Source: an optimization exercise on an open RTL-to-GDS flow (aim: small area). Production flows keep margins and buffers that such runs may drop.
Only simulation tests tie the RTL to the original design; equivalence was not proved.
Power and IR drop assume default switching activity.

Design tomasulim, start of the top module:
module tomasulim(CLK, CLR, mem_addr, mem_wdata, mem_we, mem_rdata, cdb_we, cdb_rd, cdb_tag, cdb_data);
Size in the first run: about 2800 cells after synthesis, roughly 700 flip-flops, about 64 I/O pins, roughly 0.031 mm² of cells after synthesis.
clock: 10.0 ns
lec_check: 0
abc_area: 1
cap_margin: 0
core_margin: 2
core_utilization: 50
cts_buf_list: sky130_fd_sc_hd__clkbuf_8
cts_cluster_diameter: 60
cts_cluster_size: 16
place_density: 0.65
slew_margin: 0
standard.sh (not shown) runs the stock make flow with config.mk's settings and CLKGATE_MAP_FILE= SYNTH_SCRIPT=/design/flow/synth_recipe.tcl, a recipe that flattens the netlist after the stock synthesis.
==> flow/flow/run.sh <==
#!/bin/bash
set -euo pipefail
here=$(pwd)
rm -rf "$here/orfs_scripts"
cp -r "$FLOW_HOME/scripts" "$here/orfs_scripts"
cp "$here/flow/abc_area.script" "$here/orfs_scripts/abc_area.script"
sed -i 's/^  -sink_clustering_enable \\$/  -sink_clustering_enable -dont_use_dummy_load \\/' "$here/orfs_scripts/cts.tcl"
grep -q -- '-dont_use_dummy_load' "$here/orfs_scripts/cts.tcl"
bash standard.sh SCRIPTS_DIR="$here/orfs_scripts" ABC_AREA=1 "BUFFER_PORTS_ARGS=-buffer_cell sky130_fd_sc_hd__buf_1" finish > "$here/standard_flow.log" 2>&1
==> flow/flow/abc_area.script <==
strash
balance
rewrite
refactor
balance
rewrite
rewrite -z
balance
refactor -z
rewrite -z
balance
dch -f
amap -F 2 -A 8
strash
dch -f
amap -F 2 -A 8
topo
stime -c
buffer -c
upsize -c
dnsize -c
Next try:
CAP_MARGIN = 20   (was 0)
SLEW_MARGIN = 20   (was 0)
=> Clock skew rose by 0.0094 ns; first-iteration DRC count fell by 4.6%; routed wire length fell by 0.41%; sequential cell count does not change; global-route usage fell by 0.26 points; combinational power stays flat; design area barely changes; cell count does not change; critical path depth fell by 1; area after synthesis is unchanged.
Next try:
==> flow/flow/run.sh (replaced) <==
#!/bin/bash
set -euo pipefail
here=$(pwd)
rm -rf "$here/orfs_scripts"
cp -r "$FLOW_HOME/scripts" "$here/orfs_scripts"
cp "$here/flow/abc_area.script" "$here/orfs_scripts/abc_area.script"
sed -i 's/^  -sink_clustering_enable \\$/  -sink_clustering_enable -dont_use_dummy_load \\/' "$here/orfs_scripts/cts.tcl"
grep -q -- '-dont_use_dummy_load' "$here/orfs_scripts/cts.tcl"
bash standard.sh SCRIPTS_DIR="$here/orfs_scripts" ABC_AREA=1 finish > "$here/standard_flow.log" 2>&1
==> flow/flow/abc_area.script (replaced) <==
strash
balance
rewrite
refactor
balance
rewrite
rewrite -z
balance
refactor -z
rewrite -z
balance
dch -f
amap
strash
dch -f
amap
topo
stime -c
buffer -c
upsize -c
dnsize -c
Outcome: The new run produced a clean layout. Core utilization goes up by 0.69 points. Area after synthesis is about the same. Non-clock buffer count rose by 1. Critical path depth decreases by 1. Routed wire length decreases by 0.73%. Power goes up by 1.0%. Hold slack hardly moves. Synthesized cell count is about the same. Setup slack gets better by 0.34 ns. Sequential share of layout area goes down by 0.64 points.

Setup of before:
tomasulim again, from the RTL that the note above started with.
Design tomasulim, start of the top module:
module tomasulim(CLK, CLR, mem_addr, mem_wdata, mem_we, mem_rdata, cdb_we, cdb_rd, cdb_tag, cdb_data);
export LEC_CHECK = 0
export ABC_AREA = 1
export CAP_MARGIN = 20
export CORE_MARGIN = 2
export CORE_UTILIZATION = 50
export CTS_BUF_LIST = sky130_fd_sc_hd__clkbuf_8
export CTS_CLUSTER_DIAMETER = 60
export CTS_CLUSTER_SIZE = 16
export PLACE_DENSITY = 0.65
export SLEW_MARGIN = 20
create_clock -name core_clock -period 10.0 [get_ports {CLK}]
==> flow/flow/run.sh <==
#!/bin/bash
set -euo pipefail
here=$(pwd)
rm -rf "$here/orfs_scripts"
cp -r "$FLOW_HOME/scripts" "$here/orfs_scripts"
cp "$here/flow/abc_area.script" "$here/orfs_scripts/abc_area.script"
sed -i 's/^  -sink_clustering_enable \\$/  -sink_clustering_enable -dont_use_dummy_load \\/' "$here/orfs_scripts/cts.tcl"
grep -q -- '-dont_use_dummy_load' "$here/orfs_scripts/cts.tcl"
bash standard.sh SCRIPTS_DIR="$here/orfs_scripts" ABC_AREA=1 "BUFFER_PORTS_ARGS=-buffer_cell sky130_fd_sc_hd__buf_1" finish > "$here/standard_flow.log" 2>&1
==> flow/flow/abc_area.script <==
strash
balance
rewrite
refactor
balance
rewrite
rewrite -z
balance
refactor -z
rewrite -z
balance
dch -f
amap
strash
dch -f
amap
topo
stime -c
buffer -c
upsize -c
dnsize -c
[inputs] after vs before
--- a/flow/flow/run.sh
+++ b/flow/flow/run.sh
@@ -8,2 +8,2 @@
 grep -q -- '-dont_use_dummy_load' "$here/orfs_scripts/cts.tcl"
-bash standard.sh SCRIPTS_DIR="$here/orfs_scripts" ABC_AREA=1 "BUFFER_PORTS_ARGS=-buffer_cell sky130_fd_sc_hd__buf_1" finish > "$here/standard_flow.log" 2>&1
+bash standard.sh SCRIPTS_DIR="$here/orfs_scripts" ABC_AREA=1 finish > "$here/standard_flow.log" 2>&1
--- a/flow/config.mk
+++ b/flow/config.mk
@@ -11,5 +11,5 @@
 export CORE_UTILIZATION = 50
-export CTS_BUF_LIST = sky130_fd_sc_hd__clkbuf_8
-export CTS_CLUSTER_DIAMETER = 60
-export CTS_CLUSTER_SIZE = 16
+export CTS_BUF_LIST = sky130_fd_sc_hd__clkbuf_4 sky130_fd_sc_hd__clkbuf_8
+export CTS_CLUSTER_DIAMETER = 50
+export CTS_CLUSTER_SIZE = 12
 export PLACE_DENSITY = 0.65
Notes after the runs:
Compared with before, after shows a higher post-layout utilization of the core.
Comparing power for after and before, the smaller number came from before.
Diff after..before | post-detailed-routing wire length | negligible
Cmp after vs before: proportion of power drawn by the clock network higher in after
after reports its top layer reached by signal wires as met4 while before reports met5.
Highest attainable clock frequency (higher): after
Delta (after minus before): portion of the clock cycle consumed by the worst path in the final layout -1.5 points; sequential group share of total power -1.4 points; power dissipated in sequential cells ~0 delta.
Count of clock buffers in the final design (after vs. before) increases by more than a quarter
Power per unit of standard cell area in after is about 1.2% higher than in before
For before, the startpoint of the worst setup timing path was Est1.clockInstr[1], unlike after, where it was Est1.clockInstr[0].

separate check: timing with driven ports:
The results above use ideal ports. As a check the final layouts listed here were re-extracted and re-timed, cells and wires unchanged. Step 1 sets driving cells, clkbuf_16 on the clock port and buf_2 on the other inputs (assumed; they add their load-dependent delay and slew). Step 2 adds t to the input delays and takes it off the output delays; t is the mean of the earliest and latest rising clock arrival at the registers after step 1. Input paths then give back, and output paths get back, about the clock's delay inside the block. Slacks: ideal ports / drivers / drivers and shift; pairs: ideal ports / drivers.
run	t (ns)	setup slack, ns	hold slack, ns	clock arrival spread, ns	worst register clock-pin slew, ns
the first run of note 1	0.736	2.859 / 2.859 / 2.859	0.428 / 0.428 / 0.428	0.063 / 0.062	0.11 / 0.11
the second run of note 1	0.738	2.843 / 2.843 / 2.843	0.423 / 0.423 / 0.423	0.085 / 0.085	0.11 / 0.11
the third run of note 1	0.729	3.182 / 3.182 / 3.182	0.426 / 0.426 / 0.426	0.105 / 0.105	0.11 / 0.11
before	0.747	3.016 / 3.016 / 3.016	0.424 / 0.424 / 0.424	0.090 / 0.090	0.11 / 0.11
after	0.703	3.169 / 3.169 / 3.169	0.418 / 0.418 / 0.418	0.077 / 0.077	0.08 / 0.08
After both steps every run listed still meets setup and hold.
